Source: an optimization exercise on an open RTL-to-GDS flow (aim: small area and a short achievable clock period). Production flows keep margins and buffers that such runs may drop. The RTL was checked by simulation tests, not by an equivalence proof against the original design. Power and IR drop assume default switching activity.

==> flow/design.v (excerpt) <==
module cpu(
    input  wire        clk,
    input  wire        reset,
    output wire [31:0] mem_addr,
    output wire        mem_wr,
    output wire [31:0] mem_wdata,
    input  wire [31:0] mem_rdata,
    output wire        reg_we,
    output wire [4:0]  reg_waddr,
    output wire [31:0] reg_wdata
);
clock: 76.0 ns
lec_check: 0
cap_margin: 35
core_margin: 2
core_utilization: 40
cts_cluster_diameter: 60
cts_cluster_size: 30
slew_margin: 35
buffer_ports_args: -buffer_cell sky130_fd_sc_hd__buf_2
setup_slack_margin: 59.5
standard.sh (not shown) runs the stock make flow with config.mk's settings and CLKGATE_MAP_FILE= SYNTH_SCRIPT=/design/flow/synth_recipe.tcl, a recipe that flattens the netlist after the stock synthesis.
==> flow/flow/run.sh <==
#!/bin/bash
# Layout flow: the standard layout (standard.sh: unchanged synthesis,
# floorplan, power grid, placement, CTS and routing), plus:
#  - after the standard synthesis, the combinational logic outside the fan-in
#    cone of the HI/LO registers (the timing-critical divider) is re-mapped by
#    ABC for area (remap.ys, remap.abc). Flip-flops keep their cells and names.
#    If that step fails, the standard netlist is used as it is.
#  - the port buffers that placement inserts on every input and output are
#    plain buffers (buf_2);
#  - the resizer's setup margin asks repair_timing to keep working on paths
#    until they would meet a shorter period (the SDC and clock are unchanged).
# Each tool writes its output to a log of its own in this folder (and ORFS to
# its logs in orfs/logs).
set -euo pipefail
MARGIN=59.5
{
  echo 'export BUFFER_PORTS_ARGS = -buffer_cell sky130_fd_sc_hd__buf_2'
  echo "export SETUP_SLACK_MARGIN = ${MARGIN}"
} >> config.mk
bash standard.sh synth > standard_synth.log 2>&1

RES=orfs/results/${FLOW_PLATFORM}/cpu/base
LIB=${FLOW_HOME}/platforms/${FLOW_PLATFORM}/lib/sky130_fd_sc_hd__tt_025C_1v80.lib
remap() {
  : > remap_keep.txt
  sed -e "s#@LIB@#$LIB#g; s#@NET@#$RES/1_2_yosys.v#; s#@TOP@#${FLOW_TOP}#g; s#@KEEP@#remap_keep.txt#g; s#@ABC@#flow/remap.abc#; s#@OUT@#remap_out.v#" \
    flow/remap.ys > remap_run.ys || return 1
  yosys -l remap_yosys.log -s remap_run.ys > /dev/null 2>&1 || return 1
  [ -s remap_out.v ] && grep -q "^module ${FLOW_TOP}(" remap_out.v || return 1
  # the same flip-flops, by name and cell, as the standard netlist
  grep -oE "sky130_fd_sc_hd__e?df[a-z0-9_]* [^ ]+" "$RES/1_2_yosys.v" | sort > remap_ff_std.txt
  grep -oE "sky130_fd_sc_hd__e?df[a-z0-9_]* [^ ]+" remap_out.v | sort > remap_ff_new.txt
  cmp -s remap_ff_std.txt remap_ff_new.txt || return 1
  cp "$RES/1_2_yosys.v" standard_1_2_yosys.v
  cp remap_out.v "$RES/1_2_yosys.v"
  rm -f "$RES/1_synth.odb" "$RES/1_synth.sdc"
}
if remap; then echo "remap: used" > remap_status.txt; else echo "remap: not used" > remap_status.txt; fi
bash standard.sh > standard_layout.log 2>&1
Other scripts of this flow, unchanged in this note and not shown: flow/flow/cone.py, flow/flow/remap.abc, flow/flow/remap.ys
Rerun with:
- CORE_UTILIZATION: 40 -> 60
- CTS_CLUSTER_DIAMETER: 60 -> 100
- CTS_CLUSTER_SIZE: 30 -> 25
What happened: Wire length decreases by 5.6%. Synthesized area does not change. Via count hardly moves. Global-route usage increases by 12 points. Die area decreases by 33%. Final cell count decreases by 10%.
Rerun with:
- CORE_UTILIZATION: 60 -> 40
The changed run completed without violations; hold slack gains 0.0030 ns; total power rose slightly; utilization fell by 22 points; clock power rose by a few percent; design area rose slightly; first-iteration DRC count fell by a little under a tenth; clock skew rose by 0.023 ns; critical path depth stays the same.
Rerun with:
--- a/flow/flow/run.sh
+++ b/flow/flow/run.sh
@@ -15 +15 @@
-MARGIN=59.5
+MARGIN=58.5
- SETUP_SLACK_MARGIN: 59.5 -> 58.5
=> Core utilization fell by 0.20 points; clock skew came out lower by 0.044 ns; setup slack got worse by 0.011 ns; register-to-register slack got worse by 0.94 ns.
Rerun with:
--- a/flow/flow/run.sh
+++ b/flow/flow/run.sh
@@ -15 +15 @@
-MARGIN=58.5
+MARGIN=60.2
- SETUP_SLACK_MARGIN: 58.5 -> 60.2
=> The changed run ran to the end with no violations; routed wire length rises by 1.1%; via count came out higher by about 0.8%; power climbs by about 2.4%; register-to-register slack gains 1.4 ns; die area is unchanged; clock skew rose by 0.043 ns; global-route usage climbs by 0.24 points; utilization goes up by 0.61 points; non-clock buffer count came out lower by 5; worst hold slack improved by 0.0041 ns.

== P ==
cpu, a different RTL version from the one above (not shown whole).
For scale: about 8300 cells after synthesis, ~84000 sq um of cells after synthesis.
## cpu
module cpu(
    input  wire        clk,
    input  wire        reset,
    output wire [31:0] mem_addr,
    output wire        mem_wr,
    output wire [31:0] mem_wdata,
    input  wire [31:0] mem_rdata,
    output wire        reg_we,
    output wire [4:0]  reg_waddr,
    output wire [31:0] reg_wdata
);
    reg [31:0] PC, EPC, HI, LO;             
    reg [31:0] IR, A, B, ALUOut;            
    wire [5:0]  op_f  = IR[31:26];
    wire [4:0]  rs    = IR[25:21];
    wire [4:0]  rt    = IR[20:16];
    wire [15:0] imm   = IR[15:0];
    wire c_a_ld, c_a_clr, c_b_clr, c_pcw, c_mw, c_irw, c_rw, c_sa, c_aow, c_epcw;
    wire [2:0] c_pcs;
    wire [1:0] c_sb, c_op, c_bop;
    wire [2:0] n_iord, n_m2r;
    wire [1:0] n_ea, n_rdst;
    wire n_rw;
    wire st_decode2;
    wire overflow;
    UC UC_(
        .clk(clk), .reset(reset), .Opcode(op_f), .Funct(IR[5:0]),
        .bzero(B == 32'd0), .overflow(overflow), .st_decode2(st_decode2),
        .c_a_ld(c_a_ld), .c_a_clr(c_a_clr), .c_b_clr(c_b_clr),
        .c_pcw(c_pcw), .c_pcs(c_pcs), .c_mw(c_mw), .c_irw(c_irw), .c_rw(c_rw),
        .c_sa(c_sa), .c_sb(c_sb), .c_op(c_op), .c_aow(c_aow), .c_epcw(c_epcw), .c_bop(c_bop),
        .n_iord(n_iord), .n_ea(n_ea), .n_m2r(n_m2r), .n_rdst(n_rdst), .n_rw(n_rw)
    );
    reg  [4:0]  waddr;               
    reg  [31:0] wdata;               
    reg         we_o;                
    wire [31:0] rd;
    Banco_reg BANCO_REG_(
        .Clk(clk), .Reset(reset), .RegWrite(c_rw),
        .ReadReg(st_decode2 ? rt : rs), .WriteReg(waddr), .WriteData(wdata),
        .ReadData(rd)
    );
    wire [31:0] ain = c_sa ? A : PC;
    reg  [31:0] bin;
    always @(*) begin
        case (c_sb)
            2'd0: bin = B;
            2'd1: bin = 32'd4;
            2'd2: bin = 32'd0;
            default: bin = {{16{imm[15]}}, imm};
        endcase
    end
    wire [31:0] alu_res, soma;
    wire igual, maior, menor;
    ula32 ULA_(
  ...
clock: 76.0 ns
lec_check: 0
cap_margin: 35
core_margin: 2
core_utilization: 40
slew_margin: 35
run.sh (not shown) runs the stock make flow with config.mk's settings and CLKGATE_MAP_FILE= SYNTH_SCRIPT=/design/flow/synth_recipe.tcl, a recipe that flattens the netlist after the stock synthesis.
Stock flow here: none of the scripts above is used.
P: all stages complete, timing, DRC and antenna checks passed
The following lists how Q was set up differently from P:
diff --git a/flow/config.mk b/flow/config.mk
--- a/flow/config.mk
+++ b/flow/config.mk
@@ -7,2 +7,3 @@
 export LEC_CHECK = 0
+export ABC_AREA = 1
 export CAP_MARGIN = 35
--- outcome ---
Compared with P, count of mapped cells out of synthesis in Q increased by more than 10%.
Q ends up with higher sequential share of layout area than P does.
Of the two values seen for largest family of logic cells by synthesized area, compound AO/OA/AOI/OAI gates was produced by P and simple AND/OR/NAND/NOR gates by Q.
In the tables for P and Q, area fraction in compound gates after synthesis reads lower with Q.
Startpoint of the most critical setup path = wdata[21]$_DFF_P_: Q; startpoint of the most critical setup path = wdata[19]$_DFF_P_: P
Q against P: met1 layer wirelength in the final routing went up, clock buffer count went down.
For clock group power, P and Q come out practically identical.
Q ended up with reg_wdata[21] as its capture point of the critical path; P ended up with reg_wdata[19].
Per the comparison of Q with P, routed length on met3 shrank by 12%; wire length reported by the detailed router shrank by 2.8%.

Another version of the RTL of cpu (not shown whole).
Size in the first run: ~140 I/O pins.
Settings: LEC_CHECK=0, CAP_MARGIN=35, CORE_MARGIN=2, CORE_UTILIZATION=40, CTS_CLUSTER_DIAMETER=100, CTS_CLUSTER_SIZE=25, SLEW_MARGIN=35, BUFFER_PORTS_ARGS=-buffer_cell sky130_fd_sc_hd__buf_2, SETUP_SLACK_MARGIN=59.5; clock period 76.0 ns.
standard.sh (not shown) runs the stock make flow with config.mk's settings and CLKGATE_MAP_FILE= SYNTH_SCRIPT=/design/flow/synth_recipe.tcl, a recipe that flattens the netlist after the stock synthesis.
==> flow/flow/run.sh <==
#!/bin/bash
# Layout flow: the standard layout (standard.sh: unchanged synthesis,
# floorplan, power grid, placement, CTS and routing), plus:
#  - after the standard synthesis, the combinational logic outside the fan-in
#    cone of the HI/LO registers (the timing-critical divider) is re-mapped by
#    ABC for area (remap.ys, remap.abc). Flip-flops keep their cells and names.
#    If that step fails, the standard netlist is used as it is.
#  - the port buffers that placement inserts on every input and output are
#    plain buffers (buf_2);
#  - the resizer's setup margin asks repair_timing to keep working on paths
#    until they would meet a shorter period (the SDC and clock are unchanged).
# Each tool writes its output to a log of its own in this folder (and ORFS to
# its logs in orfs/logs).
set -euo pipefail
MARGIN=59.5
{
  echo 'export BUFFER_PORTS_ARGS = -buffer_cell sky130_fd_sc_hd__buf_2'
  echo "export SETUP_SLACK_MARGIN = ${MARGIN}"
} >> config.mk
bash standard.sh synth > standard_synth.log 2>&1

RES=orfs/results/${FLOW_PLATFORM}/cpu/base
LIB=${FLOW_HOME}/platforms/${FLOW_PLATFORM}/lib/sky130_fd_sc_hd__tt_025C_1v80.lib
remap() {
  : > remap_keep.txt
  sed -e "s#@LIB@#$LIB#g; s#@NET@#$RES/1_2_yosys.v#; s#@TOP@#${FLOW_TOP}#g; s#@KEEP@#remap_keep.txt#g; s#@ABC@#flow/remap.abc#; s#@OUT@#remap_out.v#" \
    flow/remap.ys > remap_run.ys || return 1
  yosys -l remap_yosys.log -s remap_run.ys > /dev/null 2>&1 || return 1
  [ -s remap_out.v ] && grep -q "^module ${FLOW_TOP}(" remap_out.v || return 1
  # the same flip-flops, by name and cell, as the standard netlist
  grep -oE "sky130_fd_sc_hd__e?df[a-z0-9_]* [^ ]+" "$RES/1_2_yosys.v" | sort > remap_ff_std.txt
  grep -oE "sky130_fd_sc_hd__e?df[a-z0-9_]* [^ ]+" remap_out.v | sort > remap_ff_new.txt
  cmp -s remap_ff_std.txt remap_ff_new.txt || return 1
  cp "$RES/1_2_yosys.v" standard_1_2_yosys.v
  cp remap_out.v "$RES/1_2_yosys.v"
  rm -f "$RES/1_synth.odb" "$RES/1_synth.sdc"
}
if remap; then echo "remap: used" > remap_status.txt; else echo "remap: not used" > remap_status.txt; fi
bash standard.sh > standard_layout.log 2>&1
Other scripts of this flow, unchanged in this note and not shown: flow/flow/cone.py, flow/flow/remap.abc, flow/flow/remap.ys
The starting point completed with no timing, DRC or antenna violations.
Next try:
--- a/flow/flow/run.sh
+++ b/flow/flow/run.sh
@@ -23,5 +23,5 @@
 LIB=${FLOW_HOME}/platforms/${FLOW_PLATFORM}/lib/sky130_fd_sc_hd__tt_025C_1v80.lib
 remap() {
-  : > remap_keep.txt
+  python3 flow/cone.py "$RES/1_2_yosys.v" '^\\(HI|LO)\[' remap_keep.txt > remap_cone.log 2>&1 || return 1
   sed -e "s#@LIB@#$LIB#g; s#@NET@#$RES/1_2_yosys.v#; s#@TOP@#${FLOW_TOP}#g; s#@KEEP@#remap_keep.txt#g; s#@ABC@#flow/remap.abc#; s#@OUT@#remap_out.v#" \
     flow/remap.ys > remap_run.ys || return 1
Result: Combinational power goes up by about a fifth. Synthesized area is higher by a few percent. Synthesized cell count came out higher by a few percent. Flip-flop and latch count is unchanged. Count of clock-buffer cells in the layout climbs by 1. Final cell count increases slightly. Power grows by roughly a tenth. First-iteration DRC count came out lower by a few percent. Die area rises by a few percent. Routed wire length increases slightly. Worst setup slack improves by 46 ps.

separate check: timing with driven ports:
How much do the figures lean on ideal ports? The routed layouts below were timed once more, with nothing changed but the port constraints. Step 1 sets driving cells, clkbuf_16 on the clock port and buf_2 on the other inputs (assumed; they add their load-dependent delay and slew). Step 2, shift: input delay + t, output delay - t, t = (earliest + latest rising clock arrival at the registers) / 2. This alone moves slack from input paths to output paths. a / b / c = ideal / step 1 / step 2; a / b = the first two.
| run | t, ns | setup slack, ns | worst setup path after step 2 |
|---|---|---|---|
| the first run of note 1 | 0.865 | 59.510 / 59.436 / 59.329 | input to register |
| the second run of note 1 | 0.793 | 59.524 / 59.443 / 59.259 | input to register |
| the third run of note 1 | 0.810 | 59.550 / 59.476 / 59.346 | input to register |
| the fourth run of note 1 | 0.803 | 59.540 / 59.453 / 59.304 | input to register |
| the fifth run of note 1 | 0.817 | 59.584 / 59.507 / 59.490 | input to register |
| P | 0.916 | 58.466 / 58.375 / 58.347 | input to register |
| Q | 0.895 | 58.506 / 58.423 / 58.456 | input to register |
| the first run of note 3 | 0.829 | 59.498 / 59.414 / 59.135 | input to register |
| the second run of note 3 | 0.839 | 59.545 / 59.464 / 59.369 | input to register |
After both steps setup and hold are still met in every run listed. For the first run of note 3, which loses most, drivers alone change the setup slack by -0.084 ns; drivers and shift together by -0.363 ns.
